Source: an optimization exercise on an open RTL-to-GDS flow (aim: small area, a short achievable clock period and few clock cycles). Production flows keep margins and buffers that such runs may drop.
No activity file was given, so power comes from the tool's default toggle rates.

== run A ==
==> flow/design.v (excerpt) <==
module SimpleCPU(clk, rst, data_fromRAM, wrEn, addr_toRAM, data_toRAM, pCounter);
parameter SIZE = 10;
input clk, rst;
input wire [15:0] data_fromRAM;
output reg wrEn;
output reg [SIZE-1:0] addr_toRAM;
output wire [15:0] data_toRAM;
output reg [SIZE-1:0] pCounter;
localparam S_D = 3'd0;    
localparam S_E = 3'd1;    
localparam S_F = 3'd2;    
localparam S_R = 3'd3;    
localparam S_M = 3'd4;    
reg [2:0]  state, stateNext;
reg [2:0]  op, opNext;
reg [15:0] W, WNext;
reg [9:0]  S4, S4Next;      
reg        pend, pendNext;  
reg [15:0] Mreg;
reg [15:0] acc;
reg [1:0]  cnt, cntNext;
reg [9:0]  pcNext;
reg        sD, sI, sP1, sP, s4;
reg        sDn, sIn, sP1n, sPn, s4n;
wire [15:0] I     = data_fromRAM;
wire [2:0]  iop   = I[15:13];
wire        azero = (I[12:0] == 13'd0);
wire [9:0]  pc1   = pCounter + 10'd1;
wire        Wz    = (W == 16'd0);
assign data_toRAM = W;
wire [15:0] M = data_fromRAM;
wire        sh_zero = (|M[15:5]) | (M[4] & ~|M[3:0]);
wire [15:0] Wrev, sh_in, sh_out, sh_rev;
genvar g;
generate for (g = 0; g < 16; g = g + 1) begin : rv
  assign Wrev[g] = W[15-g];
  assign sh_rev[g] = sh_out[15-g];
end endgenerate
assign sh_in  = M[4] ? Wrev : W;
assign sh_out = sh_in >> M[3:0];
wire [15:0] srl_res = sh_zero ? 16'd0 : (M[4] ? sh_rev : sh_out);
reg [15:0] alu;
always @* begin
  case (op)
    3'd0: alu = W + M;
    3'd1: alu = ~(W & M);
    3'd2: alu = srl_res;
    3'd3: alu = {15'd0, W < M};
    default: alu = M;
  endcase
end
wire [3:0]  nib  = Mreg[15:12];
wire [15:0] accs = {acc[11:0], 4'd0};    
wire [15:0] prod = accs + (nib[0] ? W : 16'd0) + (nib[1] ? {W[14:0], 1'b0} : 16'd0)
                 + (nib[2] ? {W[13:0], 2'd0} : 16'd0) + (nib[3] ? {W[12:0], 3'd0} : 16'd0);
wire inD = (state == S_D);
wire inE = (state == S_E);
wire inM = (state == S_M);
wire inF = (state == S_F);
wire inR = (state == S_R);
wire d_st  = (iop == 3'd6);
wire d_bz  = (iop == 3'd4);
wire [9:0] addr_w;
wire       wrEn_w;
SimpleCPU_bus u_bus (.I(I), .S4(S4), .pc(pCounter), .pc1(pc1), .eaq(sD), .rI(sI),
                     .p1q(sP1), .rP(sP), .r4(s4), .wq(~rst & sD & ~pend),
  ...
For scale: about 990 cells after synthesis, about 7900 um2 of cells after synthesis.
make LEC_CHECK=0 CAP_MARGIN=20 CORE_MARGIN=2 CORE_UTILIZATION=50 CTS_BUF_LIST='sky130_fd_sc_hd__clkbuf_4 sky130_fd_sc_hd__clkbuf_8' SETUP_SLACK_MARGIN=2.9 SLEW_MARGIN=20 SYNTH_HIERARCHICAL=1 finish   # period 7.0 ns
run.sh (not shown) runs the stock make flow with config.mk's settings and CLKGATE_MAP_FILE= SYNTH_SCRIPT=/design/flow/synth_recipe.tcl, a recipe that flattens the netlist after the stock synthesis.
Run A went all the way through the flow, and no timing, DRC or antenna check failed.
diff inputs: run A => run B
Settings: clearing CTS_BUF_LIST, which used to be sky130_fd_sc_hd__clkbuf_4 sky130_fd_sc_hd__clkbuf_8; swapping 50 for 40 in CORE_UTILIZATION.
Compared with run A, in run B arrival time of the worst setup path -0.03 ns; final design utilization -12 points; total nets after synthesis ~0 delta; instance area at placement +78 um2; combinational cell fraction of total power -3.3 points. Run A completed; timing, DRC and antenna clean. Run B went all the way through the flow, and no timing, DRC or antenna check failed. Going from run A to run B, final standard cell area without fillers went up 1.8%; die area went up 4100 um2; total power went up 1.0%; met1 demand-to-capacity share in global routing went down 12 points; storage element area held.
## Diff of input files: run C against run B
Settings: putting CTS_BUF_LIST at sky130_fd_sc_hd__clkbuf_4 sky130_fd_sc_hd__clkbuf_8 where nothing was set.
Summary — sequential share of layout area, run C relative to run B: higher, by 0.21 points.
Run C: global-route wire length before repair is about 1.3% lower than what run B reported.
On global-route usage, run C tracks run B almost exactly.
Run C vs. run B: share of the cycle needed by the critical path after routing went down by 0.19 points.
Looking at final critical-path required period across both flows, run C is the stronger of the two, with run B trailing.
Summary — total power density per cell area, run C relative to run B: lower, by 2.4%.
The layout buffering overhead excluding clock cells was comparable across run B and run C.
Compared to run B, the routing of run C uses less wire.
Reported for run B and run C, sequential-to-total area share from yosys stat turned out identical to the last digit.
No run of this note included a check of the RTL's function; only the layout flow was run.

[port drivers added, routing unchanged]
Ports are ideal in the flow. The routed layouts listed here were re-timed in OpenROAD.
Step 1: set_driving_cell puts a clkbuf_16 on clk and a buf_2 on each other input, an assumption about the parent block.
Step 2 moves the port delays by t, midway between the first and last clock arrival at a register: inputs arrive t later, outputs are due t later. That takes back most of the time a late clock gives input paths.
Slacks: ideal / step 1 / step 2; pairs: ideal / step 1.
| run | shift t [ns] | setup WS [ns] | worst setup path after step 2 | worst data-port slew with drivers (ns) | cell pins on the clock port's net |
|---|---|---|---|---|---|
| run A | 0.421 | 2.915 / 2.894 / 2.626 | input to register | 0.04 | 1 |
| run B | 0.398 | 2.955 / 2.934 / 2.580 | input to register | 0.04 | 1 |
| run C | 0.429 | 2.968 / 2.946 / 2.621 | input to register | 0.04 | 1 |
After both steps setup and hold are still met in every run listed. The setup slack of run B, which loses most, moves by -0.021 ns with the drivers and by -0.375 ns with both steps.
